Context: an optimization exercise on an open-source flow, tuned for small area, a short achievable clock period and few clock cycles. The choices shown serve that exercise and are no tape-out recipe.
RTL that was checked went through simulation tests only; none was proved equivalent to the original.

==> inputs of trial 93 <==
## CPU
module CPU(clk, reset, initPC,
			  imem_addr, imem_rdata,
			  dmem_addr, dmem_wdata, dmem_we, dmem_rdata,
			  halted);
==> module AddrGen, before the edit <==
module AddrGen (a, imm, y);
	input [31:0] a;
	input [15:0] imm;
	output [31:0] y;
	wire [16:0] lo = {1'b0, a[15:0]} + {1'b0, imm};
	wire [15:0] hi1 = a[31:16] + 16'd1;
	assign y = {lo[16] ? hi1 : a[31:16], lo[15:0]};
endmodule
==> module CPU, before the edit <==
module CPU(clk, reset, initPC,
			  imem_addr, imem_rdata,
			  dmem_addr, dmem_wdata, dmem_we, dmem_rdata,
			  halted);
	input clk, reset;
	input [31:0] initPC;
	output [31:0] imem_addr;
	input  [31:0] imem_rdata;
	output [31:0] dmem_addr;
	output [31:0] dmem_wdata;
	output dmem_we;
	input  [31:0] dmem_rdata;
	output reg halted;
	localparam [5:0] op_add  = 6'b000000, op_sub  = 6'b000001, op_addi = 6'b000010,
	                 op_or   = 6'b010000, op_and  = 6'b010001, op_ori  = 6'b010010,
	                 op_sll  = 6'b011000, op_move = 6'b100000, op_slt  = 6'b100111,
	                 op_sw   = 6'b110000, op_lw   = 6'b110001, op_beq  = 6'b110100,
	                 op_j    = 6'b111000, op_jr   = 6'b111001, op_jal  = 6'b111010,
	                 op_halt = 6'b111111;
	reg [31:0] PC;
	assign imem_addr = PC;
	reg [31:0] e_a, e_b;
	reg [15:0] e_imm;
	reg [4:0]  e_rd;
	reg e_we, e_lw, e_sw, e_beq, e_jr;
	reg e_sub, e_or, e_and, e_slt, e_sll;
	wire [31:0] alu_y;
	ALU alu(.a(e_a), .b(e_b), .sa(e_imm[10:6]), .sub(e_sub), .sel_or(e_or),
	        .sel_and(e_and), .sel_slt(e_slt), .sel_sll(e_sll), .y(alu_y));
	wire [31:0] wb = e_lw ? dmem_rdata : alu_y;
	AddrGen ag(.a(e_a), .imm(e_imm), .y(dmem_addr));
	assign dmem_wdata = e_b;
	assign dmem_we    = e_sw & ~reset;
	wire taken = e_beq & (e_a == e_b);
	wire redirect = taken | e_jr;
	wire [31:0] btarget = PC + {{14{e_imm[15]}}, e_imm, 2'b00};
	wire [31:0] ins = imem_rdata;
	wire [5:0] op = ins[31:26];
	wire [4:0] rs = ins[25:21], rt = ins[20:16], rd = ins[15:11];
	wire d_add  = op == op_add,  d_sub  = op == op_sub,  d_addi = op == op_addi;
	wire d_or   = op == op_or,   d_and  = op == op_and,  d_ori  = op == op_ori;
	wire d_sll  = op == op_sll,  d_move = op == op_move, d_slt  = op == op_slt;
	wire d_sw   = op == op_sw,   d_lw   = op == op_lw,   d_beq  = op == op_beq;
	wire d_j    = op == op_j,    d_jr   = op == op_jr,   d_jal  = op == op_jal;
	wire d_halt = op == op_halt;
	wire wr_rd = d_add | d_sub | d_or | d_and | d_sll | d_move | d_slt;
	wire wr_rt = d_addi | d_ori | d_lw;
	wire [4:0] dest = d_jal ? 5'd31 : (wr_rt ? rt : rd);
	reg [31:0] register [1:31];
	reg [31:0] rf_a, rf_b;
	integer i;
	always @(*) begin
		rf_a = 32'd0;
		rf_b = 32'd0;
		for (i = 1; i < 32; i = i + 1) begin
			rf_a = rf_a | (register[i] & {32{rs == i}});
			rf_b = rf_b | (register[i] & {32{rt == i}});
		end
	end
	always @(posedge clk)
		if (e_we && e_rd != 5'd0)
			register[e_rd] <= wb;
	wire [31:0] pc4 = PC + 32'd4;
	wire fwd_a = e_we & (e_rd == rs);
	wire fwd_b = e_we & (e_rd == rt);
	wire [31:0] a_val = d_jal ? pc4 : (fwd_a ? wb : rf_a);
	wire alu_imm = d_addi | d_ori | d_jal;
	wire [31:0] b_val = alu_imm ? {16'd0, d_jal ? 16'd0 : ins[15:0]} : (fwd_b ? wb : rf_b);
	wire kill = reset | redirect;
	always @(posedge clk) begin
		e_a <= a_val;
		e_b <= b_val;
		e_imm <= d_jal ? 16'd0 : ins[15:0];
		e_rd <= dest;
		e_sub <= d_sub | d_slt;
		e_or  <= d_or | d_ori;
		e_and <= d_and;
		e_slt <= d_slt;
		e_sll <= d_sll;
		if (kill) begin
			e_we <= 1'b0; e_lw <= 1'b0; e_sw <= 1'b0;
			e_beq <= 1'b0; e_jr <= 1'b0;
		end else begin
			e_we <= (wr_rd | wr_rt | d_jal) & (dest != 5'd0);
			e_lw <= d_lw; e_sw <= d_sw;
			e_beq <= d_beq; e_jr <= d_jr;
		end
	end
	always @(posedge clk) begin
		if (reset) PC <= initPC;
		else if (redirect) PC <= e_jr ? e_a : btarget;
		else if (d_halt) PC <= PC;
		else if (d_j | d_jal) PC <= {PC[31:28], ins[25:0], 2'b00};
		else PC <= pc4;
	end
	always @(posedge clk) begin
		if (reset) halted <= 1'b0;
		else if (d_halt & ~redirect) halted <= 1'b1;
	end
endmodule
make LEC_CHECK=0 CAP_MARGIN=20 CORE_MARGIN=2 CORE_UTILIZATION=40 SETUP_SLACK_MARGIN=5 SLEW_MARGIN=20 SYNTH_HIERARCHICAL=1 finish   # period 10.0 ns
run.sh (not shown) runs the stock make flow with config.mk's settings and CLKGATE_MAP_FILE= SYNTH_SCRIPT=/design/flow/synth_recipe.tcl, a recipe that flattens the netlist after the stock synthesis.
==> inputs of build 18, as changes to trial 93 <==
==> flow/flow/run.sh (new file) <==
#!/bin/bash
# Own layout flow: the standard flow (standard.sh, every step, its
# synthesis unchanged) with two changes to how the layout is optimised:
#  - the port buffers that global placement inserts are sky130_fd_sc_hd__buf_1
#    rather than the delay buffer buffer_ports picks by default (every input
#    and output port still gets its own buffer, which repair may resize);
#  - repair_timing aims for 5.6 ns of setup slack at the design's 10 ns clock.
# make's full output goes to standard_flow.log in this folder; ORFS's own
# per-step logs stay under orfs/logs.
set -euo pipefail
export BUFFER_PORTS_ARGS="-buffer_cell sky130_fd_sc_hd__buf_1"
export SETUP_SLACK_MARGIN=5.6
bash standard.sh > standard_flow.log 2>&1
==> flow/standard.sh (new file) <==
#!/bin/bash
# synth_recipe.tcl (not shown) runs the flow's synth.tcl, then flattens the netlist and writes it again
# the make line also repeats each setting of config.mk as NAME=value (left out here)
make -C /OpenROAD-flow-scripts/flow DESIGN_CONFIG=/design/flow/config.mk WORK_HOME=/design/flow/orfs CLKGATE_MAP_FILE= SYNTH_SCRIPT=/design/flow/synth_recipe.tcl "${@:-finish}"
- CTS_CLUSTER_DIAMETER: default -> 100
- CTS_CLUSTER_SIZE: default -> 20
- SETUP_SLACK_MARGIN: 5 -> default
removed: flow/run.sh
==> inputs of build 52, as changes to trial 93 <==
--- a/flow/design.v
+++ b/flow/design.v
@@ -16,11 +16,15 @@
 endmodule
 `timescale 1ns / 1ps
-module AddrGen (a, imm, y);
-	input [31:0] a;
-	input [15:0] imm;
-	output [31:0] y;
-	wire [16:0] lo = {1'b0, a[15:0]} + {1'b0, imm};
-	wire [15:0] hi1 = a[31:16] + 16'd1;
-	assign y = {lo[16] ? hi1 : a[31:16], lo[15:0]};
+module RegFile (clk, we, wa, wd, ra1, ra2, rd1, rd2);
+	input clk, we;
+	input [4:0] wa, ra1, ra2;
+	input [31:0] wd;
+	output [31:0] rd1, rd2;
+	reg [31:0] register [1:31];
+	assign rd1 = (ra1 == 5'd0) ? 32'd0 : register[ra1];
+	assign rd2 = (ra2 == 5'd0) ? 32'd0 : register[ra2];
+	always @(posedge clk)
+		if (we && wa != 5'd0)
+			register[wa] <= wd;
 endmodule
 `timescale 1ns / 1ps
@@ -49,11 +53,12 @@
 	reg [15:0] e_imm;
 	reg [4:0]  e_rd;
-	reg e_we, e_lw, e_sw, e_beq, e_jr;
-	reg e_sub, e_or, e_and, e_slt, e_sll;
+	reg e_we, e_lw, e_sw, e_beq, e_jr, e_halt;
+	reg e_useimm, e_sub, e_or, e_and, e_slt, e_sll;
+	wire [31:0] srcb = e_useimm ? {16'd0, e_imm} : e_b;
 	wire [31:0] alu_y;
-	ALU alu(.a(e_a), .b(e_b), .sa(e_imm[10:6]), .sub(e_sub), .sel_or(e_or),
+	ALU alu(.a(e_a), .b(srcb), .sa(e_imm[10:6]), .sub(e_sub), .sel_or(e_or),
 	        .sel_and(e_and), .sel_slt(e_slt), .sel_sll(e_sll), .y(alu_y));
 	wire [31:0] wb = e_lw ? dmem_rdata : alu_y;
-	AddrGen ag(.a(e_a), .imm(e_imm), .y(dmem_addr));
+	assign dmem_addr  = e_a + {16'd0, e_imm};
 	assign dmem_wdata = e_b;
 	assign dmem_we    = e_sw & ~reset;
@@ -73,24 +78,12 @@
 	wire wr_rt = d_addi | d_ori | d_lw;
 	wire [4:0] dest = d_jal ? 5'd31 : (wr_rt ? rt : rd);
-	reg [31:0] register [1:31];
-	reg [31:0] rf_a, rf_b;
-	integer i;
-	always @(*) begin
-		rf_a = 32'd0;
-		rf_b = 32'd0;
-		for (i = 1; i < 32; i = i + 1) begin
-			rf_a = rf_a | (register[i] & {32{rs == i}});
-			rf_b = rf_b | (register[i] & {32{rt == i}});
-		end
-	end
-	always @(posedge clk)
-		if (e_we && e_rd != 5'd0)
-			register[e_rd] <= wb;
+	wire [31:0] rf_a, rf_b;
+	RegFile RF(.clk(clk), .we(e_we), .wa(e_rd), .wd(wb),
+	           .ra1(rs), .ra2(rt), .rd1(rf_a), .rd2(rf_b));
 	wire [31:0] pc4 = PC + 32'd4;
 	wire fwd_a = e_we & (e_rd == rs);
 	wire fwd_b = e_we & (e_rd == rt);
 	wire [31:0] a_val = d_jal ? pc4 : (fwd_a ? wb : rf_a);
-	wire alu_imm = d_addi | d_ori | d_jal;
-	wire [31:0] b_val = alu_imm ? {16'd0, d_jal ? 16'd0 : ins[15:0]} : (fwd_b ? wb : rf_b);
+	wire [31:0] b_val = fwd_b ? wb : rf_b;
 	wire kill = reset | redirect;
 	always @(posedge clk) begin
@@ -99,4 +92,5 @@
 		e_imm <= d_jal ? 16'd0 : ins[15:0];
 		e_rd <= dest;
+		e_useimm <= d_addi | d_ori | d_sw | d_lw | d_jal;
 		e_sub <= d_sub | d_slt;
 		e_or  <= d_or | d_ori;
@@ -106,9 +100,9 @@
 		if (kill) begin
 			e_we <= 1'b0; e_lw <= 1'b0; e_sw <= 1'b0;
-			e_beq <= 1'b0; e_jr <= 1'b0;
+			e_beq <= 1'b0; e_jr <= 1'b0; e_halt <= 1'b0;
 		end else begin
 			e_we <= (wr_rd | wr_rt | d_jal) & (dest != 5'd0);
 			e_lw <= d_lw; e_sw <= d_sw;
-			e_beq <= d_beq; e_jr <= d_jr;
+			e_beq <= d_beq; e_jr <= d_jr; e_halt <= d_halt;
 		end
 	end
@@ -122,5 +116,5 @@
 	always @(posedge clk) begin
 		if (reset) halted <= 1'b0;
-		else if (d_halt & ~redirect) halted <= 1'b1;
+		else if (e_halt) halted <= 1'b1;
 	end
 endmodule
- SETUP_SLACK_MARGIN: 5 -> default
- SYNTH_HIERARCHICAL: 1 -> default
==> inputs of build 24, as changes to trial 93 <==
--- a/flow/design.v
+++ b/flow/design.v
@@ -16,11 +16,22 @@
 endmodule
 `timescale 1ns / 1ps
-module AddrGen (a, imm, y);
-	input [31:0] a;
-	input [15:0] imm;
-	output [31:0] y;
-	wire [16:0] lo = {1'b0, a[15:0]} + {1'b0, imm};
-	wire [15:0] hi1 = a[31:16] + 16'd1;
-	assign y = {lo[16] ? hi1 : a[31:16], lo[15:0]};
+module RegFile (clk, we, wa, wd, ra1, ra2, rd1, rd2);
+	input clk, we;
+	input [4:0] wa, ra1, ra2;
+	input [31:0] wd;
+	output reg [31:0] rd1, rd2;
+	reg [31:0] register [1:31];
+	integer i;
+	always @(*) begin
+		rd1 = 32'd0;
+		rd2 = 32'd0;
+		for (i = 1; i < 32; i = i + 1) begin
+			rd1 = rd1 | (register[i] & {32{ra1 == i}});
+			rd2 = rd2 | (register[i] & {32{ra2 == i}});
+		end
+	end
+	always @(posedge clk)
+		if (we && wa != 5'd0)
+			register[wa] <= wd;
 endmodule
 `timescale 1ns / 1ps
@@ -50,10 +61,13 @@
 	reg [4:0]  e_rd;
 	reg e_we, e_lw, e_sw, e_beq, e_jr;
-	reg e_sub, e_or, e_and, e_slt, e_sll;
+	reg e_useimm, e_sub, e_or, e_and, e_slt, e_sll;
+	wire [31:0] srcb = e_useimm ? {16'd0, e_imm} : e_b;
 	wire [31:0] alu_y;
-	ALU alu(.a(e_a), .b(e_b), .sa(e_imm[10:6]), .sub(e_sub), .sel_or(e_or),
+	ALU alu(.a(e_a), .b(srcb), .sa(e_imm[10:6]), .sub(e_sub), .sel_or(e_or),
 	        .sel_and(e_and), .sel_slt(e_slt), .sel_sll(e_sll), .y(alu_y));
 	wire [31:0] wb = e_lw ? dmem_rdata : alu_y;
-	AddrGen ag(.a(e_a), .imm(e_imm), .y(dmem_addr));
+	wire [16:0] addr_lo = {1'b0, e_a[15:0]} + {1'b0, e_imm};
+	wire [15:0] addr_hi1 = e_a[31:16] + 16'd1;
+	assign dmem_addr  = {addr_lo[16] ? addr_hi1 : e_a[31:16], addr_lo[15:0]};
 	assign dmem_wdata = e_b;
 	assign dmem_we    = e_sw & ~reset;
@@ -73,24 +87,12 @@
 	wire wr_rt = d_addi | d_ori | d_lw;
 	wire [4:0] dest = d_jal ? 5'd31 : (wr_rt ? rt : rd);
-	reg [31:0] register [1:31];
-	reg [31:0] rf_a, rf_b;
-	integer i;
-	always @(*) begin
-		rf_a = 32'd0;
-		rf_b = 32'd0;
-		for (i = 1; i < 32; i = i + 1) begin
-			rf_a = rf_a | (register[i] & {32{rs == i}});
-			rf_b = rf_b | (register[i] & {32{rt == i}});
-		end
-	end
-	always @(posedge clk)
-		if (e_we && e_rd != 5'd0)
-			register[e_rd] <= wb;
+	wire [31:0] rf_a, rf_b;
+	RegFile RF(.clk(clk), .we(e_we), .wa(e_rd), .wd(wb),
+	           .ra1(rs), .ra2(rt), .rd1(rf_a), .rd2(rf_b));
 	wire [31:0] pc4 = PC + 32'd4;
 	wire fwd_a = e_we & (e_rd == rs);
 	wire fwd_b = e_we & (e_rd == rt);
 	wire [31:0] a_val = d_jal ? pc4 : (fwd_a ? wb : rf_a);
-	wire alu_imm = d_addi | d_ori | d_jal;
-	wire [31:0] b_val = alu_imm ? {16'd0, d_jal ? 16'd0 : ins[15:0]} : (fwd_b ? wb : rf_b);
+	wire [31:0] b_val = fwd_b ? wb : rf_b;
 	wire kill = reset | redirect;
 	always @(posedge clk) begin
@@ -99,4 +101,5 @@
 		e_imm <= d_jal ? 16'd0 : ins[15:0];
 		e_rd <= dest;
+		e_useimm <= d_addi | d_ori | d_sw | d_lw | d_jal;
 		e_sub <= d_sub | d_slt;
 		e_or  <= d_or | d_ori;
- CORE_UTILIZATION: 40 -> 45
- SYNTH_HIERARCHICAL: 1 -> default
==> summary of the runs <==
Final cell count, highest first: trial 93, build 18, build 24, build 52. Of build 52 and trial 93, build 52 has the higher die area (gap 7.5%, measured against trial 93). Utilization, highest first: build 24, trial 93, build 18, build 52. The lowest fmax belongs to build 52, the highest to build 18. Flip-flop and latch count: trial 93 is lower than build 24 (1). In synthesized cell count, build 18 and trial 93 do not differ. The highest register-to-register slack belongs to build 18, the lowest to build 52. Critical path depth: build 18 < trial 93 < build 52 < build 24. Between build 52 and build 18, the lower global-route usage is in build 52 (gap 12 points). Trial 93 produced a clean layout. Build 24 went through all stages and came out clean. Build 18 passed the timing, design-rule and antenna checks. Build 52 finished with timing, DRC and antenna clean.
Testbench counts of trial 93, summed over its fixed seeds: cycles 18,739.
Testbench counts of build 18, summed over its fixed seeds: cycles 18,739.
Testbench counts of build 52, summed over its fixed seeds: cycles 18,835.
Function not checked in build 24: the RTL went through the layout flow alone.

what the ideal ports hide:
The flow's constraints put no driver on any port. The routed layouts listed below were extracted and timed again, unchanged, in two steps. Step 1, drivers: a clkbuf_16 drives clk and a buf_2 each remaining input, both assumed. Step 2 also shifts input and output timing later by t, the mid clock arrival at the registers, as if the neighbouring blocks saw the same clock. a / b / c = ideal / step 1 / step 2; a / b = the first two.
run	t, ns	slack for setup (ns)	latest minus earliest clock arrival (ns)	worst register clock-pin slew, ns	worst slew at a driven data input, ns
trial 93	0.845	4.805 / 4.719 / 3.997	0.044 / 0.043	0.07 / 0.07	0.12
build 18	0.761	5.148 / 5.074 / 4.618	0.049 / 0.050	0.11 / 0.11	0.12
build 52	0.831	3.332 / 3.247 / 4.027	0.061 / 0.061	0.07 / 0.07	0.08
build 24	0.796	4.393 / 4.319 / 4.039	0.040 / 0.040	0.07 / 0.07	0.10
After both steps setup and hold are still met in every run listed. The setup slack of trial 93, which loses most, moves by -0.086 ns with the drivers and by -0.808 ns with both steps.
